What follows belongs to an exercise in optimizing a design on an open flow for small area and a short achievable clock period; a production flow would make more cautious choices.
Only simulation tests tie the RTL to the original design; equivalence was not proved.
No activity file was given, so power comes from the tool's default toggle rates.

==> design.v <==
module multiplier_int(clk, a, one, two, neg, b, p);
  input clk;
  input [15:0] a;
  input [7:0] one, two, neg;
  input [15:0] b;
  output [31:0] p;
  reg [15:0] a_r;
  reg [7:0] one_r, two_r, neg_r;
  wire pp0_0;
  wire pp0_1;
  wire pp0_2;
  wire pp0_3;
  wire pp0_4;
  wire pp0_5;
  wire pp0_6;
  wire pp0_7;
  wire pp0_8;
  wire pp0_9;
  wire pp0_10;
  wire pp0_11;
  wire pp0_12;
  wire pp0_13;
  wire pp0_14;
  wire pp0_15;
  wire pp0_16;
  wire pp1_0;
  wire pp1_1;
  wire pp1_2;
  wire pp1_3;
  wire pp1_4;
  wire pp1_5;
  wire pp1_6;
  wire pp1_7;
  wire pp1_8;
  wire pp1_9;
  wire pp1_10;
  wire pp1_11;
  wire pp1_12;
  wire pp1_13;
  wire pp1_14;
  wire pp1_15;
  wire pp1_16;
  wire pp2_0;
  wire pp2_1;
  wire pp2_2;
  wire pp2_3;
  wire pp2_4;
  wire pp2_5;
  wire pp2_6;
  wire pp2_7;
  wire pp2_8;
  wire pp2_9;
  wire pp2_10;
  wire pp2_11;
  wire pp2_12;
  wire pp2_13;
  wire pp2_14;
  wire pp2_15;
  wire pp2_16;
  wire pp3_0;
  wire pp3_1;
  wire pp3_2;
  wire pp3_3;
  wire pp3_4;
  wire pp3_5;
  wire pp3_6;
  wire pp3_7;
  wire pp3_8;
  wire pp3_9;
  wire pp3_10;
  wire pp3_11;
  wire pp3_12;
  wire pp3_13;
  wire pp3_14;
  wire pp3_15;
  wire pp3_16;
  wire pp4_0;
  wire pp4_1;
  wire pp4_2;
  wire pp4_3;
  wire pp4_4;
  wire pp4_5;
  wire pp4_6;
  wire pp4_7;
  wire pp4_8;
  wire pp4_9;
  wire pp4_10;
  wire pp4_11;
  wire pp4_12;
  wire pp4_13;
  wire pp4_14;
  wire pp4_15;
  wire pp4_16;
  wire pp5_0;
  wire pp5_1;
  wire pp5_2;
  wire pp5_3;
  wire pp5_4;
  wire pp5_5;
  wire pp5_6;
  wire pp5_7;
  wire pp5_8;
  wire pp5_9;
  wire pp5_10;
  wire pp5_11;
  wire pp5_12;
  wire pp5_13;
  wire pp5_14;
  wire pp5_15;
  wire pp5_16;
  wire pp6_0;
  wire pp6_1;
  wire pp6_2;
  wire pp6_3;
  wire pp6_4;
  wire pp6_5;
  wire pp6_6;
  wire pp6_7;
  wire pp6_8;
  wire pp6_9;
  wire pp6_10;
  wire pp6_11;
  wire pp6_12;
  wire pp6_13;
  wire pp6_14;
  wire pp6_15;
  wire pp6_16;
  wire pp7_0;
  wire pp7_1;
  wire pp7_2;
  wire pp7_3;
  wire pp7_4;
  wire pp7_5;
  wire pp7_6;
  wire pp7_7;
  wire pp7_8;
  wire pp7_9;
  wire pp7_10;
  wire pp7_11;
  wire pp7_12;
  wire pp7_13;
  wire pp7_14;
  wire pp7_15;
  wire pp7_16;
  wire s1;
  wire c2;
  wire s3;
  wire c4;
  wire s5;
  wire c6;
  wire s7;
  wire c8;
  wire s9;
  wire c10;
  wire s11;
  wire c12;
  wire s13;
  wire c14;
  wire s15;
  wire c16;
  wire s17;
  wire c18;
  wire s19;
  wire c20;
  wire s21;
  wire c22;
  wire s23;
  wire c24;
  wire s25;
  wire c26;
  wire s27;
  wire c28;
  wire s29;
  wire c30;
  wire s31;
  wire c32;
  wire s33;
  wire c34;
  wire s35;
  wire c36;
  wire s37;
  wire c38;
  wire s39;
  wire c40;
  wire s41;
  wire c42;
  wire s43;
  wire c44;
  wire s45;
  wire c46;
  wire s47;
  wire c48;
  wire s49;
  wire c50;
  wire s51;
  wire c52;
  wire s53;
  wire c54;
  wire s55;
  wire c56;
  wire s57;
  wire c58;
  wire s59;
  wire c60;
  wire s61;
  wire c62;
  wire s63;
  wire c64;
  wire s65;
  wire c66;
  wire s67;
  wire c68;
  wire s69;
  wire c70;
  wire s71;
  wire c72;
  wire s73;
  wire c74;
  wire s75;
  wire c76;
  wire s77;
  wire c78;
  wire s79;
  wire c80;
  wire s81;
  wire c82;
  wire s83;
  wire c84;
  wire s85;
  wire c86;
  wire s87;
  wire c88;
  wire s89;
  wire c90;
  wire s91;
  wire c92;
  wire s93;
  wire c94;
  wire s95;
  wire c96;
  wire s97;
  wire c98;
  wire s99;
  wire c100;
  wire s101;
  wire c102;
  wire s103;
  wire c104;
  wire s105;
  wire c106;
  wire s107;
  wire c108;
  wire s109;
  wire c110;
  wire s111;
  wire c112;
  wire s113;
  wire c114;
  wire s115;
  wire c116;
  wire s117;
  wire c118;
  wire s119;
  wire c120;
  wire s121;
  wire c122;
  wire s123;
  wire c124;
  wire s125;
  wire c126;
  wire s127;
  wire c128;
  wire s129;
  wire c130;
  wire s131;
  wire c132;
  wire s133;
  wire c134;
  wire s135;
  wire c136;
  wire s137;
  wire c138;
  wire s139;
  wire c140;
  wire s141;
  wire c142;
  wire s143;
  wire c144;
  wire s145;
  wire c146;
  wire s147;
  wire c148;
  wire s149;
  wire c150;
  wire s151;
  wire c152;
  wire s153;
  wire c154;
  wire s155;
  wire c156;
  wire s157;
  wire c158;
  wire s159;
  wire c160;
  wire s161;
  wire c162;
  wire s163;
  wire c164;
  wire s165;
  wire c166;
  wire s167;
  wire c168;
  wire s169;
  wire c170;
  wire s171;
  wire c172;
  wire s173;
  wire c174;
  wire s175;
  wire c176;
  wire s177;
  wire c178;
  wire s179;
  wire c180;
  wire s181;
  wire c182;
  wire s183;
  wire c184;
  wire s185;
  wire c186;
  wire s187;
  wire c188;
  wire s189;
  wire c190;
  wire s191;
  wire c192;
  wire s193;
  wire c194;
  wire s195;
  wire c196;
  wire s197;
  wire c198;
  wire s199;
  wire c200;
  wire s201;
  wire c202;
  wire s203;
  wire c204;
  wire s205;
  wire c206;
  wire s207;
  wire c208;
  wire s209;
  wire c210;
  wire s211;
  wire c212;
  wire s213;
  wire c214;
  wire s215;
  wire c216;
  wire s217;
  wire c218;
  wire s219;
  wire c220;
  wire s221;
  wire c222;
  wire s223;
  wire c224;
  reg t3_0_0;
  reg t3_0_1;
  reg t3_1_0;
  reg t3_2_0;
  reg t3_2_1;
  reg t3_2_2;
  reg t3_3_0;
  reg t3_3_1;
  reg t3_4_0;
  reg t3_4_1;
  reg t3_4_2;
  reg t3_5_0;
  reg t3_5_1;
  reg t3_5_2;
  reg t3_6_0;
  reg t3_6_1;
  reg t3_6_2;
  reg t3_7_0;
  reg t3_7_1;
  reg t3_7_2;
  reg t3_8_0;
  reg t3_8_1;
  reg t3_8_2;
  reg t3_9_0;
  reg t3_9_1;
  reg t3_9_2;
  reg t3_10_0;
  reg t3_10_1;
  reg t3_10_2;
  reg t3_11_0;
  reg t3_11_1;
  reg t3_11_2;
  reg t3_12_0;
  reg t3_12_1;
  reg t3_12_2;
  reg t3_13_0;
  reg t3_13_1;
  reg t3_13_2;
  reg t3_14_0;
  reg t3_14_1;
  reg t3_14_2;
  reg t3_15_0;
  reg t3_15_1;
  reg t3_15_2;
  reg t3_16_0;
  reg t3_16_1;
  reg t3_16_2;
  reg t3_17_0;
  reg t3_17_1;
  reg t3_17_2;
  reg t3_18_0;
  reg t3_18_1;
  reg t3_18_2;
  reg t3_19_0;
  reg t3_19_1;
  reg t3_19_2;
  reg t3_20_0;
  reg t3_20_1;
  reg t3_20_2;
  reg t3_21_0;
  reg t3_21_1;
  reg t3_21_2;
  reg t3_22_0;
  reg t3_22_1;
  reg t3_22_2;
  reg t3_23_0;
  reg t3_23_1;
  reg t3_23_2;
  reg t3_24_0;
  reg t3_24_1;
  reg t3_24_2;
  reg t3_25_0;
  reg t3_25_1;
  reg t3_25_2;
  reg t3_26_0;
  reg t3_26_1;
  reg t3_26_2;
  reg t3_27_0;
  reg t3_27_2;
  reg t3_28_0;
  reg t3_28_1;
  reg t3_28_2;
  reg t3_29_0;
  reg t3_30_0;
  always @(posedge clk) begin
    a_r <= a;
    one_r <= one; two_r <= two; neg_r <= neg;
    t3_0_0 <= pp0_0;
    t3_0_1 <= neg_r[0];
    t3_1_0 <= pp0_1;
    t3_2_0 <= pp0_2;
    t3_2_1 <= pp1_0;
    t3_2_2 <= neg_r[1];
    t3_3_0 <= pp0_3;
    t3_3_1 <= pp1_1;
    t3_4_0 <= s121;
    t3_4_1 <= pp2_0;
    t3_4_2 <= neg_r[2];
    t3_5_0 <= s123;
    t3_5_1 <= pp2_1;
    t3_5_2 <= c122;
    t3_6_0 <= s125;
    t3_6_1 <= neg_r[3];
    t3_6_2 <= c124;
    t3_7_0 <= s127;
    t3_7_1 <= c50;
    t3_7_2 <= c126;
    t3_8_0 <= s129;
    t3_8_1 <= c52;
    t3_8_2 <= c128;
    t3_9_0 <= s131;
    t3_9_1 <= c56;
    t3_9_2 <= c130;
    t3_10_0 <= s133;
    t3_10_1 <= c60;
    t3_10_2 <= c132;
    t3_11_0 <= s135;
    t3_11_1 <= c64;
    t3_11_2 <= c134;
    t3_12_0 <= s137;
    t3_12_1 <= c68;
    t3_12_2 <= c136;
    t3_13_0 <= s139;
    t3_13_1 <= c72;
    t3_13_2 <= c138;
    t3_14_0 <= s141;
    t3_14_1 <= c76;
    t3_14_2 <= c140;
    t3_15_0 <= s143;
    t3_15_1 <= c80;
    t3_15_2 <= c142;
    t3_16_0 <= s145;
    t3_16_1 <= c84;
    t3_16_2 <= c144;
    t3_17_0 <= s147;
    t3_17_1 <= c88;
    t3_17_2 <= c146;
    t3_18_0 <= s149;
    t3_18_1 <= c92;
    t3_18_2 <= c148;
    t3_19_0 <= s151;
    t3_19_1 <= c96;
    t3_19_2 <= c150;
    t3_20_0 <= s153;
    t3_20_1 <= c100;
    t3_20_2 <= c152;
    t3_21_0 <= s155;
    t3_21_1 <= c104;
    t3_21_2 <= c154;
    t3_22_0 <= s157;
    t3_22_1 <= c108;
    t3_22_2 <= c156;
    t3_23_0 <= s159;
    t3_23_1 <= c112;
    t3_23_2 <= c158;
    t3_24_0 <= s161;
    t3_24_1 <= c116;
    t3_24_2 <= c160;
    t3_25_0 <= s163;
    t3_25_1 <= c118;
    t3_25_2 <= c162;
    t3_26_0 <= s165;
    t3_26_1 <= c120;
    t3_26_2 <= c164;
    t3_27_0 <= s167;
    t3_27_2 <= c166;
    t3_28_0 <= pp6_16;
    t3_28_1 <= pp7_14;
    t3_28_2 <= c168;
    t3_29_0 <= pp7_15;
    t3_30_0 <= pp7_16;
  end
  assign pp0_0 = (one_r[0] & a_r[0]) ^ neg_r[0];
  assign pp0_1 = ((one_r[0] & a_r[1]) | (two_r[0] & a_r[0])) ^ neg_r[0];
  assign pp0_2 = ((one_r[0] & a_r[2]) | (two_r[0] & a_r[1])) ^ neg_r[0];
  assign pp0_3 = ((one_r[0] & a_r[3]) | (two_r[0] & a_r[2])) ^ neg_r[0];
  assign pp0_4 = ((one_r[0] & a_r[4]) | (two_r[0] & a_r[3])) ^ neg_r[0];
  assign pp0_5 = ((one_r[0] & a_r[5]) | (two_r[0] & a_r[4])) ^ neg_r[0];
  assign pp0_6 = ((one_r[0] & a_r[6]) | (two_r[0] & a_r[5])) ^ neg_r[0];
  assign pp0_7 = ((one_r[0] & a_r[7]) | (two_r[0] & a_r[6])) ^ neg_r[0];
  assign pp0_8 = ((one_r[0] & a_r[8]) | (two_r[0] & a_r[7])) ^ neg_r[0];
  assign pp0_9 = ((one_r[0] & a_r[9]) | (two_r[0] & a_r[8])) ^ neg_r[0];
  assign pp0_10 = ((one_r[0] & a_r[10]) | (two_r[0] & a_r[9])) ^ neg_r[0];
  assign pp0_11 = ((one_r[0] & a_r[11]) | (two_r[0] & a_r[10])) ^ neg_r[0];
  assign pp0_12 = ((one_r[0] & a_r[12]) | (two_r[0] & a_r[11])) ^ neg_r[0];
  assign pp0_13 = ((one_r[0] & a_r[13]) | (two_r[0] & a_r[12])) ^ neg_r[0];
  assign pp0_14 = ((one_r[0] & a_r[14]) | (two_r[0] & a_r[13])) ^ neg_r[0];
  assign pp0_15 = ((one_r[0] & a_r[15]) | (two_r[0] & a_r[14])) ^ neg_r[0];
  assign pp0_16 = ~(((one_r[0] & a_r[15]) | (two_r[0] & a_r[15])) ^ neg_r[0]);
  assign pp1_0 = (one_r[1] & a_r[0]) ^ neg_r[1];
  assign pp1_1 = ((one_r[1] & a_r[1]) | (two_r[1] & a_r[0])) ^ neg_r[1];
  assign pp1_2 = ((one_r[1] & a_r[2]) | (two_r[1] & a_r[1])) ^ neg_r[1];
  assign pp1_3 = ((one_r[1] & a_r[3]) | (two_r[1] & a_r[2])) ^ neg_r[1];
  assign pp1_4 = ((one_r[1] & a_r[4]) | (two_r[1] & a_r[3])) ^ neg_r[1];
  assign pp1_5 = ((one_r[1] & a_r[5]) | (two_r[1] & a_r[4])) ^ neg_r[1];
  assign pp1_6 = ((one_r[1] & a_r[6]) | (two_r[1] & a_r[5])) ^ neg_r[1];
  assign pp1_7 = ((one_r[1] & a_r[7]) | (two_r[1] & a_r[6])) ^ neg_r[1];
  assign pp1_8 = ((one_r[1] & a_r[8]) | (two_r[1] & a_r[7])) ^ neg_r[1];
  assign pp1_9 = ((one_r[1] & a_r[9]) | (two_r[1] & a_r[8])) ^ neg_r[1];
  assign pp1_10 = ((one_r[1] & a_r[10]) | (two_r[1] & a_r[9])) ^ neg_r[1];
  assign pp1_11 = ((one_r[1] & a_r[11]) | (two_r[1] & a_r[10])) ^ neg_r[1];
  assign pp1_12 = ((one_r[1] & a_r[12]) | (two_r[1] & a_r[11])) ^ neg_r[1];
  assign pp1_13 = ((one_r[1] & a_r[13]) | (two_r[1] & a_r[12])) ^ neg_r[1];
  assign pp1_14 = ((one_r[1] & a_r[14]) | (two_r[1] & a_r[13])) ^ neg_r[1];
  assign pp1_15 = ((one_r[1] & a_r[15]) | (two_r[1] & a_r[14])) ^ neg_r[1];
  assign pp1_16 = ~(((one_r[1] & a_r[15]) | (two_r[1] & a_r[15])) ^ neg_r[1]);
  assign pp2_0 = (one_r[2] & a_r[0]) ^ neg_r[2];
  assign pp2_1 = ((one_r[2] & a_r[1]) | (two_r[2] & a_r[0])) ^ neg_r[2];
  assign pp2_2 = ((one_r[2] & a_r[2]) | (two_r[2] & a_r[1])) ^ neg_r[2];
  assign pp2_3 = ((one_r[2] & a_r[3]) | (two_r[2] & a_r[2])) ^ neg_r[2];
  assign pp2_4 = ((one_r[2] & a_r[4]) | (two_r[2] & a_r[3])) ^ neg_r[2];
  assign pp2_5 = ((one_r[2] & a_r[5]) | (two_r[2] & a_r[4])) ^ neg_r[2];
  assign pp2_6 = ((one_r[2] & a_r[6]) | (two_r[2] & a_r[5])) ^ neg_r[2];
  assign pp2_7 = ((one_r[2] & a_r[7]) | (two_r[2] & a_r[6])) ^ neg_r[2];
  assign pp2_8 = ((one_r[2] & a_r[8]) | (two_r[2] & a_r[7])) ^ neg_r[2];
  assign pp2_9 = ((one_r[2] & a_r[9]) | (two_r[2] & a_r[8])) ^ neg_r[2];
  assign pp2_10 = ((one_r[2] & a_r[10]) | (two_r[2] & a_r[9])) ^ neg_r[2];
  assign pp2_11 = ((one_r[2] & a_r[11]) | (two_r[2] & a_r[10])) ^ neg_r[2];
  assign pp2_12 = ((one_r[2] & a_r[12]) | (two_r[2] & a_r[11])) ^ neg_r[2];
  assign pp2_13 = ((one_r[2] & a_r[13]) | (two_r[2] & a_r[12])) ^ neg_r[2];
  assign pp2_14 = ((one_r[2] & a_r[14]) | (two_r[2] & a_r[13])) ^ neg_r[2];
  assign pp2_15 = ((one_r[2] & a_r[15]) | (two_r[2] & a_r[14])) ^ neg_r[2];
  assign pp2_16 = ~(((one_r[2] & a_r[15]) | (two_r[2] & a_r[15])) ^ neg_r[2]);
  assign pp3_0 = (one_r[3] & a_r[0]) ^ neg_r[3];
  assign pp3_1 = ((one_r[3] & a_r[1]) | (two_r[3] & a_r[0])) ^ neg_r[3];
  assign pp3_2 = ((one_r[3] & a_r[2]) | (two_r[3] & a_r[1])) ^ neg_r[3];
  assign pp3_3 = ((one_r[3] & a_r[3]) | (two_r[3] & a_r[2])) ^ neg_r[3];
  assign pp3_4 = ((one_r[3] & a_r[4]) | (two_r[3] & a_r[3])) ^ neg_r[3];
  assign pp3_5 = ((one_r[3] & a_r[5]) | (two_r[3] & a_r[4])) ^ neg_r[3];
  assign pp3_6 = ((one_r[3] & a_r[6]) | (two_r[3] & a_r[5])) ^ neg_r[3];
  assign pp3_7 = ((one_r[3] & a_r[7]) | (two_r[3] & a_r[6])) ^ neg_r[3];
  assign pp3_8 = ((one_r[3] & a_r[8]) | (two_r[3] & a_r[7])) ^ neg_r[3];
  assign pp3_9 = ((one_r[3] & a_r[9]) | (two_r[3] & a_r[8])) ^ neg_r[3];
  assign pp3_10 = ((one_r[3] & a_r[10]) | (two_r[3] & a_r[9])) ^ neg_r[3];
  assign pp3_11 = ((one_r[3] & a_r[11]) | (two_r[3] & a_r[10])) ^ neg_r[3];
  assign pp3_12 = ((one_r[3] & a_r[12]) | (two_r[3] & a_r[11])) ^ neg_r[3];
  assign pp3_13 = ((one_r[3] & a_r[13]) | (two_r[3] & a_r[12])) ^ neg_r[3];
  assign pp3_14 = ((one_r[3] & a_r[14]) | (two_r[3] & a_r[13])) ^ neg_r[3];
  assign pp3_15 = ((one_r[3] & a_r[15]) | (two_r[3] & a_r[14])) ^ neg_r[3];
  assign pp3_16 = ~(((one_r[3] & a_r[15]) | (two_r[3] & a_r[15])) ^ neg_r[3]);
  assign pp4_0 = (one_r[4] & a_r[0]) ^ neg_r[4];
  assign pp4_1 = ((one_r[4] & a_r[1]) | (two_r[4] & a_r[0])) ^ neg_r[4];
  assign pp4_2 = ((one_r[4] & a_r[2]) | (two_r[4] & a_r[1])) ^ neg_r[4];
  assign pp4_3 = ((one_r[4] & a_r[3]) | (two_r[4] & a_r[2])) ^ neg_r[4];
  assign pp4_4 = ((one_r[4] & a_r[4]) | (two_r[4] & a_r[3])) ^ neg_r[4];
  assign pp4_5 = ((one_r[4] & a_r[5]) | (two_r[4] & a_r[4])) ^ neg_r[4];
  assign pp4_6 = ((one_r[4] & a_r[6]) | (two_r[4] & a_r[5])) ^ neg_r[4];
  assign pp4_7 = ((one_r[4] & a_r[7]) | (two_r[4] & a_r[6])) ^ neg_r[4];
  assign pp4_8 = ((one_r[4] & a_r[8]) | (two_r[4] & a_r[7])) ^ neg_r[4];
  assign pp4_9 = ((one_r[4] & a_r[9]) | (two_r[4] & a_r[8])) ^ neg_r[4];
  assign pp4_10 = ((one_r[4] & a_r[10]) | (two_r[4] & a_r[9])) ^ neg_r[4];
  assign pp4_11 = ((one_r[4] & a_r[11]) | (two_r[4] & a_r[10])) ^ neg_r[4];
  assign pp4_12 = ((one_r[4] & a_r[12]) | (two_r[4] & a_r[11])) ^ neg_r[4];
  assign pp4_13 = ((one_r[4] & a_r[13]) | (two_r[4] & a_r[12])) ^ neg_r[4];
  assign pp4_14 = ((one_r[4] & a_r[14]) | (two_r[4] & a_r[13])) ^ neg_r[4];
  assign pp4_15 = ((one_r[4] & a_r[15]) | (two_r[4] & a_r[14])) ^ neg_r[4];
  assign pp4_16 = ~(((one_r[4] & a_r[15]) | (two_r[4] & a_r[15])) ^ neg_r[4]);
  assign pp5_0 = (one_r[5] & a_r[0]) ^ neg_r[5];
  assign pp5_1 = ((one_r[5] & a_r[1]) | (two_r[5] & a_r[0])) ^ neg_r[5];
  assign pp5_2 = ((one_r[5] & a_r[2]) | (two_r[5] & a_r[1])) ^ neg_r[5];
  assign pp5_3 = ((one_r[5] & a_r[3]) | (two_r[5] & a_r[2])) ^ neg_r[5];
  assign pp5_4 = ((one_r[5] & a_r[4]) | (two_r[5] & a_r[3])) ^ neg_r[5];
  assign pp5_5 = ((one_r[5] & a_r[5]) | (two_r[5] & a_r[4])) ^ neg_r[5];
  assign pp5_6 = ((one_r[5] & a_r[6]) | (two_r[5] & a_r[5])) ^ neg_r[5];
  assign pp5_7 = ((one_r[5] & a_r[7]) | (two_r[5] & a_r[6])) ^ neg_r[5];
  assign pp5_8 = ((one_r[5] & a_r[8]) | (two_r[5] & a_r[7])) ^ neg_r[5];
  assign pp5_9 = ((one_r[5] & a_r[9]) | (two_r[5] & a_r[8])) ^ neg_r[5];
  assign pp5_10 = ((one_r[5] & a_r[10]) | (two_r[5] & a_r[9])) ^ neg_r[5];
  assign pp5_11 = ((one_r[5] & a_r[11]) | (two_r[5] & a_r[10])) ^ neg_r[5];
  assign pp5_12 = ((one_r[5] & a_r[12]) | (two_r[5] & a_r[11])) ^ neg_r[5];
  assign pp5_13 = ((one_r[5] & a_r[13]) | (two_r[5] & a_r[12])) ^ neg_r[5];
  assign pp5_14 = ((one_r[5] & a_r[14]) | (two_r[5] & a_r[13])) ^ neg_r[5];
  assign pp5_15 = ((one_r[5] & a_r[15]) | (two_r[5] & a_r[14])) ^ neg_r[5];
  assign pp5_16 = ~(((one_r[5] & a_r[15]) | (two_r[5] & a_r[15])) ^ neg_r[5]);
  assign pp6_0 = (one_r[6] & a_r[0]) ^ neg_r[6];
  assign pp6_1 = ((one_r[6] & a_r[1]) | (two_r[6] & a_r[0])) ^ neg_r[6];
  assign pp6_2 = ((one_r[6] & a_r[2]) | (two_r[6] & a_r[1])) ^ neg_r[6];
  assign pp6_3 = ((one_r[6] & a_r[3]) | (two_r[6] & a_r[2])) ^ neg_r[6];
  assign pp6_4 = ((one_r[6] & a_r[4]) | (two_r[6] & a_r[3])) ^ neg_r[6];
  assign pp6_5 = ((one_r[6] & a_r[5]) | (two_r[6] & a_r[4])) ^ neg_r[6];
  assign pp6_6 = ((one_r[6] & a_r[6]) | (two_r[6] & a_r[5])) ^ neg_r[6];
  assign pp6_7 = ((one_r[6] & a_r[7]) | (two_r[6] & a_r[6])) ^ neg_r[6];
  assign pp6_8 = ((one_r[6] & a_r[8]) | (two_r[6] & a_r[7])) ^ neg_r[6];
  assign pp6_9 = ((one_r[6] & a_r[9]) | (two_r[6] & a_r[8])) ^ neg_r[6];
  assign pp6_10 = ((one_r[6] & a_r[10]) | (two_r[6] & a_r[9])) ^ neg_r[6];
  assign pp6_11 = ((one_r[6] & a_r[11]) | (two_r[6] & a_r[10])) ^ neg_r[6];
  assign pp6_12 = ((one_r[6] & a_r[12]) | (two_r[6] & a_r[11])) ^ neg_r[6];
  assign pp6_13 = ((one_r[6] & a_r[13]) | (two_r[6] & a_r[12])) ^ neg_r[6];
  assign pp6_14 = ((one_r[6] & a_r[14]) | (two_r[6] & a_r[13])) ^ neg_r[6];
  assign pp6_15 = ((one_r[6] & a_r[15]) | (two_r[6] & a_r[14])) ^ neg_r[6];
  assign pp6_16 = ~(((one_r[6] & a_r[15]) | (two_r[6] & a_r[15])) ^ neg_r[6]);
  assign pp7_0 = (one_r[7] & a_r[0]) ^ neg_r[7];
  assign pp7_1 = ((one_r[7] & a_r[1]) | (two_r[7] & a_r[0])) ^ neg_r[7];
  assign pp7_2 = ((one_r[7] & a_r[2]) | (two_r[7] & a_r[1])) ^ neg_r[7];
  assign pp7_3 = ((one_r[7] & a_r[3]) | (two_r[7] & a_r[2])) ^ neg_r[7];
  assign pp7_4 = ((one_r[7] & a_r[4]) | (two_r[7] & a_r[3])) ^ neg_r[7];
  assign pp7_5 = ((one_r[7] & a_r[5]) | (two_r[7] & a_r[4])) ^ neg_r[7];
  assign pp7_6 = ((one_r[7] & a_r[6]) | (two_r[7] & a_r[5])) ^ neg_r[7];
  assign pp7_7 = ((one_r[7] & a_r[7]) | (two_r[7] & a_r[6])) ^ neg_r[7];
  assign pp7_8 = ((one_r[7] & a_r[8]) | (two_r[7] & a_r[7])) ^ neg_r[7];
  assign pp7_9 = ((one_r[7] & a_r[9]) | (two_r[7] & a_r[8])) ^ neg_r[7];
  assign pp7_10 = ((one_r[7] & a_r[10]) | (two_r[7] & a_r[9])) ^ neg_r[7];
  assign pp7_11 = ((one_r[7] & a_r[11]) | (two_r[7] & a_r[10])) ^ neg_r[7];
  assign pp7_12 = ((one_r[7] & a_r[12]) | (two_r[7] & a_r[11])) ^ neg_r[7];
  assign pp7_13 = ((one_r[7] & a_r[13]) | (two_r[7] & a_r[12])) ^ neg_r[7];
  assign pp7_14 = ((one_r[7] & a_r[14]) | (two_r[7] & a_r[13])) ^ neg_r[7];
  assign pp7_15 = ((one_r[7] & a_r[15]) | (two_r[7] & a_r[14])) ^ neg_r[7];
  assign pp7_16 = ~(((one_r[7] & a_r[15]) | (two_r[7] & a_r[15])) ^ neg_r[7]);
  assign s1 = pp0_10 ^ pp1_8;
  assign c2 = pp0_10 & pp1_8;
  assign s3 = pp0_11 ^ pp1_9;
  assign c4 = pp0_11 & pp1_9;
  assign s5 = pp0_12 ^ pp1_10 ^ pp2_8;
  assign c6 = (pp0_12 & pp1_10) | (pp0_12 & pp2_8) | (pp1_10 & pp2_8);
  assign s7 = pp3_6 ^ pp4_4;
  assign c8 = pp3_6 & pp4_4;
  assign s9 = pp0_13 ^ pp1_11 ^ pp2_9;
  assign c10 = (pp0_13 & pp1_11) | (pp0_13 & pp2_9) | (pp1_11 & pp2_9);
  assign s11 = pp3_7 ^ pp4_5;
  assign c12 = pp3_7 & pp4_5;
  assign s13 = pp0_14 ^ pp1_12 ^ pp2_10;
  assign c14 = (pp0_14 & pp1_12) | (pp0_14 & pp2_10) | (pp1_12 & pp2_10);
  assign s15 = pp3_8 ^ pp4_6 ^ pp5_4;
  assign c16 = (pp3_8 & pp4_6) | (pp3_8 & pp5_4) | (pp4_6 & pp5_4);
  assign s17 = pp6_2 ^ pp7_0;
  assign c18 = pp6_2 & pp7_0;
  assign s19 = pp0_15 ^ pp1_13 ^ pp2_11;
  assign c20 = (pp0_15 & pp1_13) | (pp0_15 & pp2_11) | (pp1_13 & pp2_11);
  assign s21 = pp3_9 ^ pp4_7 ^ pp5_5;
  assign c22 = (pp3_9 & pp4_7) | (pp3_9 & pp5_5) | (pp4_7 & pp5_5);
  assign s23 = pp6_3 ^ pp7_1;
  assign c24 = pp6_3 & pp7_1;
  assign s25 = pp0_16 ^ pp1_14 ^ pp2_12;
  assign c26 = (pp0_16 & pp1_14) | (pp0_16 & pp2_12) | (pp1_14 & pp2_12);
  assign s27 = pp3_10 ^ pp4_8 ^ pp5_6;
  assign c28 = (pp3_10 & pp4_8) | (pp3_10 & pp5_6) | (pp4_8 & pp5_6);
  assign s29 = pp6_4 ^ pp7_2 ^ 1'b1;
  assign c30 = (pp6_4 & pp7_2) | (pp6_4 & 1'b1) | (pp7_2 & 1'b1);
  assign s31 = pp1_15 ^ pp2_13 ^ pp3_11;
  assign c32 = (pp1_15 & pp2_13) | (pp1_15 & pp3_11) | (pp2_13 & pp3_11);
  assign s33 = pp4_9 ^ pp5_7 ^ pp6_5;
  assign c34 = (pp4_9 & pp5_7) | (pp4_9 & pp6_5) | (pp5_7 & pp6_5);
  assign s35 = pp7_3 ^ 1'b1;
  assign c36 = pp7_3 & 1'b1;
  assign s37 = pp1_16 ^ pp2_14 ^ pp3_12;
  assign c38 = (pp1_16 & pp2_14) | (pp1_16 & pp3_12) | (pp2_14 & pp3_12);
  assign s39 = pp4_10 ^ pp5_8 ^ pp6_6;
  assign c40 = (pp4_10 & pp5_8) | (pp4_10 & pp6_6) | (pp5_8 & pp6_6);
  assign s41 = pp2_15 ^ pp3_13 ^ pp4_11;
  assign c42 = (pp2_15 & pp3_13) | (pp2_15 & pp4_11) | (pp3_13 & pp4_11);
  assign s43 = pp5_9 ^ pp6_7;
  assign c44 = pp5_9 & pp6_7;
  assign s45 = pp2_16 ^ pp3_14 ^ pp4_12;
  assign c46 = (pp2_16 & pp3_14) | (pp2_16 & pp4_12) | (pp3_14 & pp4_12);
  assign s47 = pp3_15 ^ pp4_13;
  assign c48 = pp3_15 & pp4_13;
  assign s49 = pp0_6 ^ pp1_4;
  assign c50 = pp0_6 & pp1_4;
  assign s51 = pp0_7 ^ pp1_5;
  assign c52 = pp0_7 & pp1_5;
  assign s53 = pp0_8 ^ pp1_6 ^ pp2_4;
  assign c54 = (pp0_8 & pp1_6) | (pp0_8 & pp2_4) | (pp1_6 & pp2_4);
  assign s55 = pp3_2 ^ pp4_0;
  assign c56 = pp3_2 & pp4_0;
  assign s57 = pp0_9 ^ pp1_7 ^ pp2_5;
  assign c58 = (pp0_9 & pp1_7) | (pp0_9 & pp2_5) | (pp1_7 & pp2_5);
  assign s59 = pp3_3 ^ pp4_1;
  assign c60 = pp3_3 & pp4_1;
  assign s61 = s1 ^ pp2_6 ^ pp3_4;
  assign c62 = (s1 & pp2_6) | (s1 & pp3_4) | (pp2_6 & pp3_4);
  assign s63 = pp4_2 ^ pp5_0 ^ neg_r[5];
  assign c64 = (pp4_2 & pp5_0) | (pp4_2 & neg_r[5]) | (pp5_0 & neg_r[5]);
  assign s65 = s3 ^ pp2_7 ^ pp3_5;
  assign c66 = (s3 & pp2_7) | (s3 & pp3_5) | (pp2_7 & pp3_5);
  assign s67 = pp4_3 ^ pp5_1 ^ c2;
  assign c68 = (pp4_3 & pp5_1) | (pp4_3 & c2) | (pp5_1 & c2);
  assign s69 = s5 ^ s7 ^ pp5_2;
  assign c70 = (s5 & s7) | (s5 & pp5_2) | (s7 & pp5_2);
  assign s71 = pp6_0 ^ neg_r[6] ^ c4;
  assign c72 = (pp6_0 & neg_r[6]) | (pp6_0 & c4) | (neg_r[6] & c4);
  assign s73 = s9 ^ s11 ^ pp5_3;
  assign c74 = (s9 & s11) | (s9 & pp5_3) | (s11 & pp5_3);
  assign s75 = pp6_1 ^ c6 ^ c8;
  assign c76 = (pp6_1 & c6) | (pp6_1 & c8) | (c6 & c8);
  assign s77 = s13 ^ s15 ^ s17;
  assign c78 = (s13 & s15) | (s13 & s17) | (s15 & s17);
  assign s79 = neg_r[7] ^ c10 ^ c12;
  assign c80 = (neg_r[7] & c10) | (neg_r[7] & c12) | (c10 & c12);
  assign s81 = s19 ^ s21 ^ s23;
  assign c82 = (s19 & s21) | (s19 & s23) | (s21 & s23);
  assign s83 = c14 ^ c16 ^ c18;
  assign c84 = (c14 & c16) | (c14 & c18) | (c16 & c18);
  assign s85 = s25 ^ s27 ^ s29;
  assign c86 = (s25 & s27) | (s25 & s29) | (s27 & s29);
  assign s87 = c20 ^ c22 ^ c24;
  assign c88 = (c20 & c22) | (c20 & c24) | (c22 & c24);
  assign s89 = s31 ^ s33 ^ s35;
  assign c90 = (s31 & s33) | (s31 & s35) | (s33 & s35);
  assign s91 = c26 ^ c28 ^ c30;
  assign c92 = (c26 & c28) | (c26 & c30) | (c28 & c30);
  assign s93 = s37 ^ s39 ^ pp7_4;
  assign c94 = (s37 & s39) | (s37 & pp7_4) | (s39 & pp7_4);
  assign s95 = c32 ^ c34 ^ c36;
  assign c96 = (c32 & c34) | (c32 & c36) | (c34 & c36);
  assign s97 = s41 ^ s43 ^ pp7_5;
  assign c98 = (s41 & s43) | (s41 & pp7_5) | (s43 & pp7_5);
  assign s99 = 1'b1 ^ c38 ^ c40;
  assign c100 = (1'b1 & c38) | (1'b1 & c40) | (c38 & c40);
  assign s101 = s45 ^ pp5_10 ^ pp6_8;
  assign c102 = (s45 & pp5_10) | (s45 & pp6_8) | (pp5_10 & pp6_8);
  assign s103 = pp7_6 ^ c42 ^ c44;
  assign c104 = (pp7_6 & c42) | (pp7_6 & c44) | (c42 & c44);
  assign s105 = s47 ^ pp5_11 ^ pp6_9;
  assign c106 = (s47 & pp5_11) | (s47 & pp6_9) | (pp5_11 & pp6_9);
  assign s107 = pp7_7 ^ 1'b1 ^ c46;
  assign c108 = (pp7_7 & 1'b1) | (pp7_7 & c46) | (1'b1 & c46);
  assign s109 = pp3_16 ^ pp4_14 ^ pp5_12;
  assign c110 = (pp3_16 & pp4_14) | (pp3_16 & pp5_12) | (pp4_14 & pp5_12);
  assign s111 = pp6_10 ^ pp7_8 ^ c48;
  assign c112 = (pp6_10 & pp7_8) | (pp6_10 & c48) | (pp7_8 & c48);
  assign s113 = pp4_15 ^ pp5_13 ^ pp6_11;
  assign c114 = (pp4_15 & pp5_13) | (pp4_15 & pp6_11) | (pp5_13 & pp6_11);
  assign s115 = pp7_9 ^ 1'b1;
  assign c116 = pp7_9 & 1'b1;
  assign s117 = pp4_16 ^ pp5_14 ^ pp6_12;
  assign c118 = (pp4_16 & pp5_14) | (pp4_16 & pp6_12) | (pp5_14 & pp6_12);
  assign s119 = pp5_15 ^ pp6_13;
  assign c120 = pp5_15 & pp6_13;
  assign s121 = pp0_4 ^ pp1_2;
  assign c122 = pp0_4 & pp1_2;
  assign s123 = pp0_5 ^ pp1_3;
  assign c124 = pp0_5 & pp1_3;
  assign s125 = s49 ^ pp2_2 ^ pp3_0;
  assign c126 = (s49 & pp2_2) | (s49 & pp3_0) | (pp2_2 & pp3_0);
  assign s127 = s51 ^ pp2_3 ^ pp3_1;
  assign c128 = (s51 & pp2_3) | (s51 & pp3_1) | (pp2_3 & pp3_1);
  assign s129 = s53 ^ s55 ^ neg_r[4];
  assign c130 = (s53 & s55) | (s53 & neg_r[4]) | (s55 & neg_r[4]);
  assign s131 = s57 ^ s59 ^ c54;
  assign c132 = (s57 & s59) | (s57 & c54) | (s59 & c54);
  assign s133 = s61 ^ s63 ^ c58;
  assign c134 = (s61 & s63) | (s61 & c58) | (s63 & c58);
  assign s135 = s65 ^ s67 ^ c62;
  assign c136 = (s65 & s67) | (s65 & c62) | (s67 & c62);
  assign s137 = s69 ^ s71 ^ c66;
  assign c138 = (s69 & s71) | (s69 & c66) | (s71 & c66);
  assign s139 = s73 ^ s75 ^ c70;
  assign c140 = (s73 & s75) | (s73 & c70) | (s75 & c70);
  assign s141 = s77 ^ s79 ^ c74;
  assign c142 = (s77 & s79) | (s77 & c74) | (s79 & c74);
  assign s143 = s81 ^ s83 ^ c78;
  assign c144 = (s81 & s83) | (s81 & c78) | (s83 & c78);
  assign s145 = s85 ^ s87 ^ c82;
  assign c146 = (s85 & s87) | (s85 & c82) | (s87 & c82);
  assign s147 = s89 ^ s91 ^ c86;
  assign c148 = (s89 & s91) | (s89 & c86) | (s91 & c86);
  assign s149 = s93 ^ s95 ^ c90;
  assign c150 = (s93 & s95) | (s93 & c90) | (s95 & c90);
  assign s151 = s97 ^ s99 ^ c94;
  assign c152 = (s97 & s99) | (s97 & c94) | (s99 & c94);
  assign s153 = s101 ^ s103 ^ c98;
  assign c154 = (s101 & s103) | (s101 & c98) | (s103 & c98);
  assign s155 = s105 ^ s107 ^ c102;
  assign c156 = (s105 & s107) | (s105 & c102) | (s107 & c102);
  assign s157 = s109 ^ s111 ^ c106;
  assign c158 = (s109 & s111) | (s109 & c106) | (s111 & c106);
  assign s159 = s113 ^ s115 ^ c110;
  assign c160 = (s113 & s115) | (s113 & c110) | (s115 & c110);
  assign s161 = s117 ^ pp7_10 ^ c114;
  assign c162 = (s117 & pp7_10) | (s117 & c114) | (pp7_10 & c114);
  assign s163 = s119 ^ pp7_11 ^ 1'b1;
  assign c164 = (s119 & pp7_11) | (s119 & 1'b1) | (pp7_11 & 1'b1);
  assign s165 = pp5_16 ^ pp6_14 ^ pp7_12;
  assign c166 = (pp5_16 & pp6_14) | (pp5_16 & pp7_12) | (pp6_14 & pp7_12);
  assign s167 = pp6_15 ^ pp7_13;
  assign c168 = pp6_15 & pp7_13;
  assign s169 = t3_2_0 ^ t3_2_1;
  assign c170 = t3_2_0 & t3_2_1;
  assign s171 = t3_3_0 ^ t3_3_1;
  assign c172 = t3_3_0 & t3_3_1;
  assign s173 = t3_4_0 ^ t3_4_1 ^ t3_4_2;
  assign c174 = (t3_4_0 & t3_4_1) | (t3_4_0 & t3_4_2) | (t3_4_1 & t3_4_2);
  assign s175 = t3_5_0 ^ t3_5_1 ^ t3_5_2;
  assign c176 = (t3_5_0 & t3_5_1) | (t3_5_0 & t3_5_2) | (t3_5_1 & t3_5_2);
  assign s177 = t3_6_0 ^ t3_6_1 ^ t3_6_2;
  assign c178 = (t3_6_0 & t3_6_1) | (t3_6_0 & t3_6_2) | (t3_6_1 & t3_6_2);
  assign s179 = t3_7_0 ^ t3_7_1 ^ t3_7_2;
  assign c180 = (t3_7_0 & t3_7_1) | (t3_7_0 & t3_7_2) | (t3_7_1 & t3_7_2);
  assign s181 = t3_8_0 ^ t3_8_1 ^ t3_8_2;
  assign c182 = (t3_8_0 & t3_8_1) | (t3_8_0 & t3_8_2) | (t3_8_1 & t3_8_2);
  assign s183 = t3_9_0 ^ t3_9_1 ^ t3_9_2;
  assign c184 = (t3_9_0 & t3_9_1) | (t3_9_0 & t3_9_2) | (t3_9_1 & t3_9_2);
  assign s185 = t3_10_0 ^ t3_10_1 ^ t3_10_2;
  assign c186 = (t3_10_0 & t3_10_1) | (t3_10_0 & t3_10_2) | (t3_10_1 & t3_10_2);
  assign s187 = t3_11_0 ^ t3_11_1 ^ t3_11_2;
  assign c188 = (t3_11_0 & t3_11_1) | (t3_11_0 & t3_11_2) | (t3_11_1 & t3_11_2);
  assign s189 = t3_12_0 ^ t3_12_1 ^ t3_12_2;
  assign c190 = (t3_12_0 & t3_12_1) | (t3_12_0 & t3_12_2) | (t3_12_1 & t3_12_2);
  assign s191 = t3_13_0 ^ t3_13_1 ^ t3_13_2;
  assign c192 = (t3_13_0 & t3_13_1) | (t3_13_0 & t3_13_2) | (t3_13_1 & t3_13_2);
  assign s193 = t3_14_0 ^ t3_14_1 ^ t3_14_2;
  assign c194 = (t3_14_0 & t3_14_1) | (t3_14_0 & t3_14_2) | (t3_14_1 & t3_14_2);
  assign s195 = t3_15_0 ^ t3_15_1 ^ t3_15_2;
  assign c196 = (t3_15_0 & t3_15_1) | (t3_15_0 & t3_15_2) | (t3_15_1 & t3_15_2);
  assign s197 = t3_16_0 ^ t3_16_1 ^ t3_16_2;
  assign c198 = (t3_16_0 & t3_16_1) | (t3_16_0 & t3_16_2) | (t3_16_1 & t3_16_2);
  assign s199 = t3_17_0 ^ t3_17_1 ^ t3_17_2;
  assign c200 = (t3_17_0 & t3_17_1) | (t3_17_0 & t3_17_2) | (t3_17_1 & t3_17_2);
  assign s201 = t3_18_0 ^ t3_18_1 ^ t3_18_2;
  assign c202 = (t3_18_0 & t3_18_1) | (t3_18_0 & t3_18_2) | (t3_18_1 & t3_18_2);
  assign s203 = t3_19_0 ^ t3_19_1 ^ t3_19_2;
  assign c204 = (t3_19_0 & t3_19_1) | (t3_19_0 & t3_19_2) | (t3_19_1 & t3_19_2);
  assign s205 = t3_20_0 ^ t3_20_1 ^ t3_20_2;
  assign c206 = (t3_20_0 & t3_20_1) | (t3_20_0 & t3_20_2) | (t3_20_1 & t3_20_2);
  assign s207 = t3_21_0 ^ t3_21_1 ^ t3_21_2;
  assign c208 = (t3_21_0 & t3_21_1) | (t3_21_0 & t3_21_2) | (t3_21_1 & t3_21_2);
  assign s209 = t3_22_0 ^ t3_22_1 ^ t3_22_2;
  assign c210 = (t3_22_0 & t3_22_1) | (t3_22_0 & t3_22_2) | (t3_22_1 & t3_22_2);
  assign s211 = t3_23_0 ^ t3_23_1 ^ t3_23_2;
  assign c212 = (t3_23_0 & t3_23_1) | (t3_23_0 & t3_23_2) | (t3_23_1 & t3_23_2);
  assign s213 = t3_24_0 ^ t3_24_1 ^ t3_24_2;
  assign c214 = (t3_24_0 & t3_24_1) | (t3_24_0 & t3_24_2) | (t3_24_1 & t3_24_2);
  assign s215 = t3_25_0 ^ t3_25_1 ^ t3_25_2;
  assign c216 = (t3_25_0 & t3_25_1) | (t3_25_0 & t3_25_2) | (t3_25_1 & t3_25_2);
  assign s217 = t3_26_0 ^ t3_26_1 ^ t3_26_2;
  assign c218 = (t3_26_0 & t3_26_1) | (t3_26_0 & t3_26_2) | (t3_26_1 & t3_26_2);
  assign s219 = t3_27_0 ^ 1'b1 ^ t3_27_2;
  assign c220 = (t3_27_0 & 1'b1) | (t3_27_0 & t3_27_2) | (1'b1 & t3_27_2);
  assign s221 = t3_28_0 ^ t3_28_1 ^ t3_28_2;
  assign c222 = (t3_28_0 & t3_28_1) | (t3_28_0 & t3_28_2) | (t3_28_1 & t3_28_2);
  assign s223 = t3_29_0 ^ 1'b1;
  assign c224 = t3_29_0 & 1'b1;
  wire [31:0] rowA = {1'b1, t3_30_0, s223, s221, s219, s217, s215, s213, s211, s209, s207, s205, s203, s201, s199, s197, s195, s193, s191, s189, s187, s185, s183, s181, s179, s177, s175, s173, s171, s169, t3_1_0, t3_0_0};
  wire [31:0] rowB = {1'b0, c224, c222, c220, c218, c216, c214, c212, c210, c208, c206, c204, c202, c200, c198, c196, c194, c192, c190, c188, c186, c184, c182, c180, c178, c176, c174, c172, c170, t3_2_2, 1'b0, t3_0_1};
  assign p = rowA + rowB;
endmodule
module multiply_accumulate(
  clk,
  aresetn,
  reset,
  data,
  multi,
  result,
  overflow
);
  parameter I_OPP_W = 16;
  parameter O_OPP_W = 2 * I_OPP_W;
  input clk;
  input aresetn;
  input reset;
  input [I_OPP_W - 1:0] data;
  input [I_OPP_W - 1:0] multi;
  output reg [O_OPP_W - 1:0] result;
  output reg overflow;
  wire [16:0] bx = {multi, 1'b0};
  wire [7:0] one, two, neg;
  genvar g;
  generate for (g = 0; g < 8; g = g + 1) begin : enc
    assign one[g] = bx[2*g+1] ^ bx[2*g];
    assign two[g] = (bx[2*g+2] & ~bx[2*g+1] & ~bx[2*g]) | (~bx[2*g+2] & bx[2*g+1] & bx[2*g]);
    assign neg[g] = bx[2*g+2];
  end endgenerate
  wire [31:0] prod;
  multiplier_int u0(.clk(clk), .a(data), .one(one), .two(two), .neg(neg), .b(multi), .p(prod));
  localparam ND = 15;
  reg [30:0] pd [0:ND-2];
  integer i;
  always @(posedge clk) begin
    pd[0] <= prod[30:0];
    for (i = 1; i < ND - 1; i = i + 1)
      pd[i] <= pd[i-1];
  end
  wire [30:0] pp = pd[ND-2];
  wire [31:0] pfull = {pp[30] & (|pp[29:0]), pp};
  reg [4:0] cnt;
  reg [31:0] q;
  always @(posedge clk, negedge aresetn) begin
    if (aresetn == 0) begin
      cnt <= 0;
      q <= 0;
    end else begin
      if (cnt != 5'd16)
        cnt <= cnt + 5'd1;
      q <= (cnt == 5'd16) ? pfull : 32'd0;
    end
  end
  always @(posedge clk, negedge aresetn) begin
    if (aresetn == 0) begin
      result <= 0;
      overflow <= 0;
    end else if (reset == 1) begin
      result <= 0;
      overflow <= 0;
    end else begin
      result <= result + q;
      overflow <= result[O_OPP_W - 1] ^ q[31];
    end
  end
endmodule
==> flow/run.sh <==
#!/bin/bash
# The standard layout (standard.sh), with these changes to how it is made:
# - synthesis runs flow/synth.tcl: the standard flow's synthesis script, with ABC mapping
#   the logic for delay (flow/abc_delay.script);
# - Yosys does not map full/half adders to the library's fa/ha cells
#   (ADDER_MAP_FILE empty), so ABC maps that logic too;
# - port buffers are sky130_fd_sc_hd__buf_1, the smallest buffer.
export MY_FLOW_DIR=$PWD/flow
bash standard.sh "SYNTH_SCRIPT=$PWD/flow/synth.tcl" "ADDER_MAP_FILE=" \
  "BUFFER_PORTS_ARGS=-buffer_cell sky130_fd_sc_hd__buf_1" finish > standard.log 2>&1
==> flow/abc_delay.script <==
&get -n
&st
&dch
&nf -D 1500
&put
buffer -c
topo
stime -c
upsize -c -D 1500
dnsize -c -D 1500
==> flow/synth.tcl <==
# The standard flow's synthesis script (synth_recipe.tcl, which runs ORFS's synth.tcl) with
# one change: ABC maps the combinational logic with flow/abc_delay.script, a
# delay-driven script, instead of ORFS's abc_speed.script.  Registers are
# mapped before ABC runs and are not changed by it.
proc abc {args} {
  set i [lsearch -exact $args -script]
  if {$i >= 0} {
    set args [lreplace $args [expr {$i + 1}] [expr {$i + 1}] $::env(MY_FLOW_DIR)/abc_delay.script]
  }
  puts "flow/synth.tcl: abc $args"
  yosys abc {*}$args
}
source $::env(MY_FLOW_DIR)/../synth_recipe.tcl
==> standard.sh <==
#!/bin/bash
# synth_recipe.tcl (not shown) runs the flow's synth.tcl, then flattens the netlist and writes it again
# the make line also repeats each setting of config.mk as NAME=value (left out here)
make -C /OpenROAD-flow-scripts/flow DESIGN_CONFIG=/design/flow/config.mk WORK_HOME=/design/flow/orfs CLKGATE_MAP_FILE= SYNTH_SCRIPT=/design/flow/synth_recipe.tcl "${@:-finish}"
==> config.mk <==
export PLATFORM = sky130hd
export DESIGN_NAME = multiply_accumulate
export DESIGN_NICKNAME = multiply_accumulate
export VERILOG_FILES = /design/flow/design.v
export SDC_FILE = /design/flow/constraint.sdc
export NUM_CORES = 4
export LEC_CHECK = 0
export CAP_MARGIN = 20
export CORE_MARGIN = 2
export CORE_UTILIZATION = 65
export CTS_BUF_LIST = sky130_fd_sc_hd__clkbuf_8
export CTS_CLUSTER_DIAMETER = 60
export CTS_CLUSTER_SIZE = 15
export SETUP_SLACK_MARGIN = 2.2
export SLEW_MARGIN = 20
export TNS_END_PERCENT = 0
==> constraint.sdc <==
create_clock -name core_clock -period 4.5 [get_ports {clk}]
set_input_delay 0.9000 -clock core_clock [delete_from_list [all_inputs] [get_ports {clk}]]
set_output_delay 0.9000 -clock core_clock [all_outputs]
set_load 0.01 [all_outputs]
==> results of run 1 <==
registers in the layout (all words and copies together), names as in the netlist, 5 cells and up:
register,count
cnt,5
pd,434
q,32
result,32
u0.a_r,16
u0.neg_r,8
u0.one_r,8
u0.two_r,8
cells in the final DEF (no fill, tap or decap), types with 7 or more instances in the layout:
cell,count
o21a_1,11
dfxtp_1,524
o21ai_0,91
inv_1,16
o211ai_1,10
nand3_1,10
a22oi_1,122
dfxtp_2,34
nor2_1,155
nor2b_1,7
a21oi_1,78
maj3_1,67
xor2_1,77
buf_1,65
nand2_1,138
nor3_1,11
nor4_1,21
and2_1,43
xor3_1,27
o21ai_1,9
xnor2_2,11
nand4_1,13
clkbuf_8,53
dfrtp_1,70
buf_4,20
xnor2_1,261
power by group through the flow:
stage / Sequential (mW) / Clock [mW] / Combinational [mW]
global route: 9.52 / 3.34 / 9.63
finish: 9.26 / 3.03 / 8.84
global placement: 9.22 / 0 / 8.00
detailed placement: 9.37 / 0 / 8.04
CTS: 9.29 / 3.13 / 8.24
floorplan: 8.94 / 0 / 6.42
cells by family (layout without fill, tap and decap cells):
group / Yosys count / in the layout / share of synthesized area, %
XOR/XNOR: 392 / 392 / 18.1
AO/OA/AOI/OAI: 377 / 377 / 11.0
adder cells (fa/ha/maj): 72 / 72 / 3.24
buffers and inverters: 91 / 173 / 1.88
flip-flops: 628 / 628 / 57.5
AND/OR/NAND/NOR: 416 / 416 / 8.18
multiplexers: 1 / 1 / 0.0501
layer usage:
layer  up-vias  part of all wire [%]
met5         -                     0
met3       132                   5.5
met4         0                   3.9
met1      6572                    40
li1       6837                     -
met2       478                    51
stage by stage:
stage	cell area (µm²)	total power [mW]	setup slack [ns]	hold WS, ns	cells
detailed placement	22900	17.4	1.77	0.312	2422
global route	24300	22.5	1.85	0.289	2514
floorplan	22500	15.4	2.29	0.310	1977
CTS	24000	20.7	1.96	0.277	2503
global placement	22900	17.2	1.81	0.310	2422
finish	24300	21.1	1.91	0.315	2514
final timing paths:
check                            end  slack [ns]  cells after the start
hold / removal             pd[6][15]        0.32                      0
hold reg to reg            pd[6][15]        0.32                      0
min in group asynchronous  result[2]        0.34                      1
setup reg to reg           pd[0][27]        1.91                      7
max in group asynchronous      q[20]        3.20                      2
setup / recovery           pd[0][27]        1.91                      7
layout make-up:
type | count | area, µm²
Inverter | 8 | 30.0
Sequential cell | 628 | 13000
Fill cell | 2469 | 9980
Tap cell | 455 | 569
Clock inverter | 25 | 238
Timing Repair Buffer | 87 | 404
Clock buffer | 53 | 729
Multi-Input combinational cell | 1258 | 9380
critical path, delay by kind of cell (launching register included):
kind	cells	cell delay, ns
flops	1	0.34
xor+xnor	3	1.01
simple gates	1	0.11
compound gates	3	1.05
what timing repair did:
item / 4_1_cts / 5_1_grt
resized for setup: 33 / 47
setup endpoints to repair: 64 / 65
endpoints found under the hold margin: 0 / 0
buffers inserted: 3 / 11
pin swaps: 7 / 16
==> results.py, run 1 <==
metrics = {
    "placement": {
        "finalWeightedCongestion": 0.948,
        "portBuffers": 67,
        "dp_hpwl_um": 30800,
    },
    "power_and_ir_drop": {
        "seqPwrFrac_pct": 43.8,
        "comb_power_share_pct": 41.8,
        "clockPowerShare_pct": 14.3,
        "power.net_switching_mw": 8.05,
        "swShare_pct": 38.1,
        "peakVddDrop_uv": 501,
        "powerDensity_nw_per_um2": 869,
        "power_leakage_nw": 9.43,
        "p_int_mw": 13.1,
    },
    "setup_path": {
        "critical_path_arrival_ns": 3.17,
        "startpoint": "u0.t3_4_2",
        "critPathCaptureType": "register",
        "crit_chain": "xor3_4 -> xor2_4 -> nor4_1 -> a211oi_2 -> o21ai_2 -> a221oi_2 -> xor2_1",
        "startpoint_type": "register",
        "crit_type": "reg -> reg",
        "cpMaxStageDelayCell": "xor3_4",
        "r2r_start": "u0.t3_4_2",
        "slowest_delay_ns": 0.56,
        "crit_fanout": 5,
        "worstPathRequired_ns": 5.08,
    },
    "sta": {
        "rsz0062_at_grt": "true",
        "hold_viol_final": 0,
        "finClkSkew_ns": 0.0210,
        "slew_viol_final": 0,
        "finalCritPeriodShare_pct": 57.5,
        "fin_crit_ns": 2.59,
        "setup_viol": 0,
        "fmax_mhz": 387,
        "tightest_slew_ns": 0.836,
        "fin_setup_tns_ns": 0,
        "relSlewSlack_pct": 44.3,
    },
    "floorplan": {
        "die_area_um2": 36100,
        "fp.dieH_um": 190,
        "die_w_um": 190,
        "rows": 68,
        "core_um2": 34300,
        "io_pins": 68,
        "start_util_pct": 65.5,
    },
    "layout": {
        "fin_util_pct": 70.9,
        "antennaDiodeCount": 0,
        "syn2layout_area_growth_pct": 8.23,
        "nNetsFinal": 2071,
        "drive_above_1_share_pct": 9.37,
    },
    "drt": {
        "vias_per_cell": 5.58,
        "ant_nets": 0,
        "via_count": 14019,
        "drc": 0,
        "finalWirelength_um": 44500,
        "dr.pass1.iters": 7,
        "wire_per_inst_um": 17.7,
        "first_iter_violations": 673,
    },
    "global_route": {
        "grt_busiest_layer": "met2",
        "grt_usage_pct": 24.7,
        "grt_use_met1_pct": 28.5,
        "grt-ovfl-total": 0,
        "grt_max_degree": 39,
        "grt_antenna_before_repair": 0,
        "grt_pass1_vias": 14070,
        "grt_pass1_wl_um": 70400,
        "grtUsageMet3_pct": 4.45,
        "grtUsageMet2_pct": 44.2,
    },
    "logic_synthesis": {
        "netlist_top_cells_area": "dfxtp_1 50%, xnor2_1 11%, dfrtp_1 7.8%",
        "yosys.area.top_type": "dfxtp_1",
        "syn_nets": 2012,
        "yosys_warnings": 3,
        "synth_ff_type": "dfxtp_1",
        "yosysSeqAreaShare_pct": 57.5,
        "synth-seq-cells": 628,
        "async_reset_ff_share_pct": 11.1,
        "synth_most_common_cell": "dfxtp_1",
        "ys_types": 63,
        "syn_area_per_cell_um2": 11.4,
        "syn_inst": 1977,
        "synth-edff-count": 0,
        "ys_top_cells_by_count": "558 x dfxtp_1, 271 x xnor2_1, 157 x nor2_1",
        "syn-cell-area_um2": 22500,
        "yosysTopAreaCellShare_pct": 49.7,
    },
    "run_status": {
        "outcome": "no timing/DRC/antenna violations",
    },
    "clocking": {
        "clockBufferDepth": 3,
        "ctsHtreeMaxLevel": 2,
        "cts_tree": "done",
        "clk_latency_ns": 0.66,
        "cts_root_buf": "clkbuf_8",
        "clk_pin_slew_ns": 0.09,
        "cts_buffers": 53,
        "hold_buffers": 0,
        "clock_sinks": 628,
    },
    "run": {
        "maxCapViolations": 0,
    },
    "min_path": {
        "min_from": "pd[5][15]",
        "hp-class": "reg -> reg",
    },
}
==> run 2, diff against run 1 <==
--- a/flow/run.sh
+++ b/flow/run.sh
@@ -4,7 +4,8 @@
 #   the logic for delay (flow/abc_delay.script);
 # - Yosys does not map full/half adders to the library's fa/ha cells
 #   (ADDER_MAP_FILE empty), so ABC maps that logic too;
+# - timing repair may resize cells to a different footprint;
 # - port buffers are sky130_fd_sc_hd__buf_1, the smallest buffer.
 export MY_FLOW_DIR=$PWD/flow
-bash standard.sh "SYNTH_SCRIPT=$PWD/flow/synth.tcl" "ADDER_MAP_FILE=" \
+bash standard.sh "SYNTH_SCRIPT=$PWD/flow/synth.tcl" "ADDER_MAP_FILE=" "MATCH_CELL_FOOTPRINT=0" \
   "BUFFER_PORTS_ARGS=-buffer_cell sky130_fd_sc_hd__buf_1" finish > standard.log 2>&1
--- a/config.mk
+++ b/config.mk
@@ -11,6 +11,6 @@
 export CTS_BUF_LIST = sky130_fd_sc_hd__clkbuf_8
 export CTS_CLUSTER_DIAMETER = 60
 export CTS_CLUSTER_SIZE = 15
-export SETUP_SLACK_MARGIN = 2.2
+export SETUP_SLACK_MARGIN = 2.5
 export SLEW_MARGIN = 20
 export TNS_END_PERCENT = 0
==> run 2 against run 1 <==
Effect of this change: synthesized cell count unchanged; cell area increased by 0.74%; power increased by 1.6%; clock skew increased by 0.0022 ns; maximum frequency increased by 0.71%; final cell count increased by 0.20%; register-to-register slack improved by 0.02 ns; sequential share of layout area decreased by 0.37 points; synthesized area unchanged; wire length increased by 1.5%; sequential cell count unchanged; non-clock buffer count increased by 3; largest power group unchanged.
==> results.py, run 2 <==
metrics = {
    "clocking": {
        "clk_pin_slew_ns": 0.09,
        "cts_buffers": 53,
        "clockBufferDepth": 3,
        "clock_sinks": 628,
        "clk_latency_ns": 0.66,
        "ctsHtreeMaxLevel": 2,
        "cts_tree": "done",
        "cts_root_buf": "clkbuf_8",
        "hold_buffers": 0,
    },
    "logic_synthesis": {
        "syn_nets": 2012,
        "ys_types": 63,
        "netlist_top_cells_area": "dfxtp_1 50%, xnor2_1 11%, dfrtp_1 7.8%",
        "synth_most_common_cell": "dfxtp_1",
        "yosys.area.top_type": "dfxtp_1",
        "ys_top_cells_by_count": "558 x dfxtp_1, 271 x xnor2_1, 157 x nor2_1",
        "syn_area_per_cell_um2": 11.4,
        "yosys_warnings": 3,
        "yosysTopAreaCellShare_pct": 49.7,
        "synth_ff_type": "dfxtp_1",
        "synth-seq-cells": 628,
        "yosysSeqAreaShare_pct": 57.5,
        "async_reset_ff_share_pct": 11.1,
        "synth-edff-count": 0,
        "syn-cell-area_um2": 22500,
        "syn_inst": 1977,
    },
    "layout": {
        "antennaDiodeCount": 0,
        "layout_common_cells": "522 x dfxtp_1, 257 x xnor2_1, 154 x nor2_1",
        "syn2layout_area_growth_pct": 9.03,
        "nNetsFinal": 2074,
        "fill_cells": 2439,
        "final_common_cell": "dfxtp_1",
        "final_cells": 2519,
        "largestRegisters": "pd (434), q (32), result (32)",
        "max_flop_register": "pd",
        "fin_util_pct": 71.4,
        "drive_above_1_share_pct": 10.1,
        "largest_reg_flops": 434,
    },
    "sta": {
        "tightest_slew_ns": 0.810,
        "finalCritPeriodShare_pct": 57.1,
        "finClkSkew_ns": 0.0233,
        "rsz0062_at_grt": "true",
        "setup_viol": 0,
        "fin_setup_tns_ns": 0,
        "fmax_mhz": 389,
        "relSlewSlack_pct": 46.0,
        "slew_viol_final": 0,
        "hold_viol_final": 0,
        "fin_crit_ns": 2.57,
    },
    "drt": {
        "ant_nets": 0,
        "finalWirelength_um": 45200,
        "vias_per_cell": 5.56,
        "dr.pass1.iters": 7,
        "via_count": 14004,
        "top_layer": "met4",
        "first_iter_violations": 706,
        "wirelength_met1_um": 18000,
        "wl_met2_um": 23100,
        "drc": 0,
        "wire_per_inst_um": 17.9,
        "met3RoutedLength_um": 2040,
    },
    "floorplan": {
        "rows": 68,
        "fp.dieH_um": 190,
        "die_w_um": 190,
        "start_util_pct": 65.5,
        "io_pins": 68,
        "core_um2": 34300,
        "die_area_um2": 36100,
    },
    "setup_path": {
        "cp_num_buf_inv": 0,
        "crit_chain": "xor3_1 -> xnor2_2 -> o21ai_0 -> a211oi_1 -> o21ai_0 -> a221oi_1 -> xor2_1",
        "startpoint_type": "register",
        "cpMaxStageDelayCell": "xor3_1",
        "slowest_delay_ns": 0.48,
        "critPathCaptureType": "register",
        "cp_num_cells": 7,
        "crit_fanout": 4,
        "path_common_cell": "o21ai_0",
        "critical_path_arrival_ns": 3.10,
        "worstPathRequired_ns": 5.03,
        "crit_type": "reg -> reg",
        "cp_top_family": "compound AO/OA/AOI/OAI gates",
        "reg2reg_depth": 7,
    },
    "power_and_ir_drop": {
        "powerDensity_nw_per_um2": 877,
        "finalPower_mw": 21.5,
        "power_leakage_nw": 9.49,
        "peakVddDrop_uv": 410,
    },
    "min_path": {
        "hp-class": "in -> async",
    },
    "placement": {
        "portBuffers": 67,
        "dp_hpwl_um": 31300,
        "dp_cells": 2421,
        "finalWeightedCongestion": 0.908,
    },
    "global_route": {
        "grt_pass1_wl_um": 72500,
        "grt-ovfl-total": 0,
        "grt_usage_pct": 25.4,
        "grt_max_degree": 38,
        "grt_pass1_vias": 14143,
        "grt_antenna_before_repair": 0,
    },
    "run_status": {
        "outcome": "no timing/DRC/antenna violations",
    },
    "run": {
        "maxCapViolations": 0,
    },
}
[run 2: what timing repair did]
action	4_1_cts	5_1_grt
gates resized for setup	80	12
pin swaps	15	6
setup buffers	15	3
setup endpoints to repair	127	120
[run 2: worst paths after layout]
check                           slack [ns]       start          to
worst max-delay path                  1.93  u0.t3_26_1   pd[0][29]
worst min-delay path                  0.31     aresetn   result[3]
worst max register to register        1.93  u0.t3_26_1   pd[0][29]
worst min register to register        0.31  pd[10][13]  pd[11][13]
max in group asynchronous             3.21     aresetn       q[21]
min in group core_clock               0.31  pd[10][13]  pd[11][13]
[run 2: report_power, final]
group          internal, mW  switching, mW
Combinational          3.76           5.34
Sequential             8.18           1.09
Clock                  1.31           1.80
Total                  13.3           8.22
[run 2: worst register-to-register path: cells and delay by family, from the launching register on]
| family | cells | cell delay, ns |
|---|---|---|
| AOI/OAI and AO/OA | 4 | 1.27 |
| xor gates and xnor gates | 3 | 0.83 |
| DFF | 1 | 0.34 |
[run 2: area by class of cell]
| cell class | count | area, µm² | share of cell area [%] |
|---|---|---|---|
| clock buffer | 56 | 771 | 3.15 |
| clock inverter | 24 | 238 | 0.971 |
| inverter | 8 | 30.0 | 0.123 |
| multi-input combinational | 1258 | 9470 | 38.7 |
| sequential | 628 | 13000 | 53.0 |
| tap | 455 | 569 | 2.32 |
| timing repair buffer | 90 | 439 | 1.79 |
[run 2: metrics by stage]
stage	cell area, µm²	setup slack, ns	hold slack [ns]
floorplan	22500	2.36	0.310
global placement	22900	1.70	0.310
detailed placement	22900	1.76	0.312
CTS	24400	2.09	0.277
global route	24500	1.92	0.288
finish	24500	1.93	0.313
[run 2: logic make-up after synthesis]
family                     share of synthesized area (%)
DFF                                                 57.5
and+or+nand+nor                                     8.18
xor gates and xnor gates                            18.1
AOI/OAI and AO/OA                                   11.0
buffers and inverters                               1.88
adders and majority gates                           3.24
muxes                                             0.0501
[run 2: per-layer routing]
metal	track usage, %	up-vias
met2	46.0	435
met1	29.0	6584
li1	-	6844
met3	3.84	141
met5	0	-
met4	13.4	0

[what the ideal ports hide]
The flow's constraints put no driver on any port. The routed layouts listed below were extracted and timed again, unchanged, in two steps. Step 1 (the two cells are an assumption about what drives the block):
set clk [get_ports {clk}]
set_driving_cell -lib_cell sky130_fd_sc_hd__clkbuf_16 $clk
set_driving_cell -lib_cell sky130_fd_sc_hd__buf_2 [delete_from_list [all_inputs] $clk]
Step 2 moves the port delays by t, midway between the first and last clock arrival at a register: inputs arrive t later, outputs are due t later. That takes back most of the time a late clock gives input paths. a / b / c = no drivers / after step 1 / after step 2; a / b = the first two.
run	t, ns	slack for setup (ns)	hold slack, ns
run 1	0.695	1.913 / 1.913 / 1.913	0.315 / 0.299 / 0.315
run 2	0.702	1.931 / 1.931 / 1.931	0.313 / 0.285 / 0.314
After both steps every run listed still meets setup and hold.
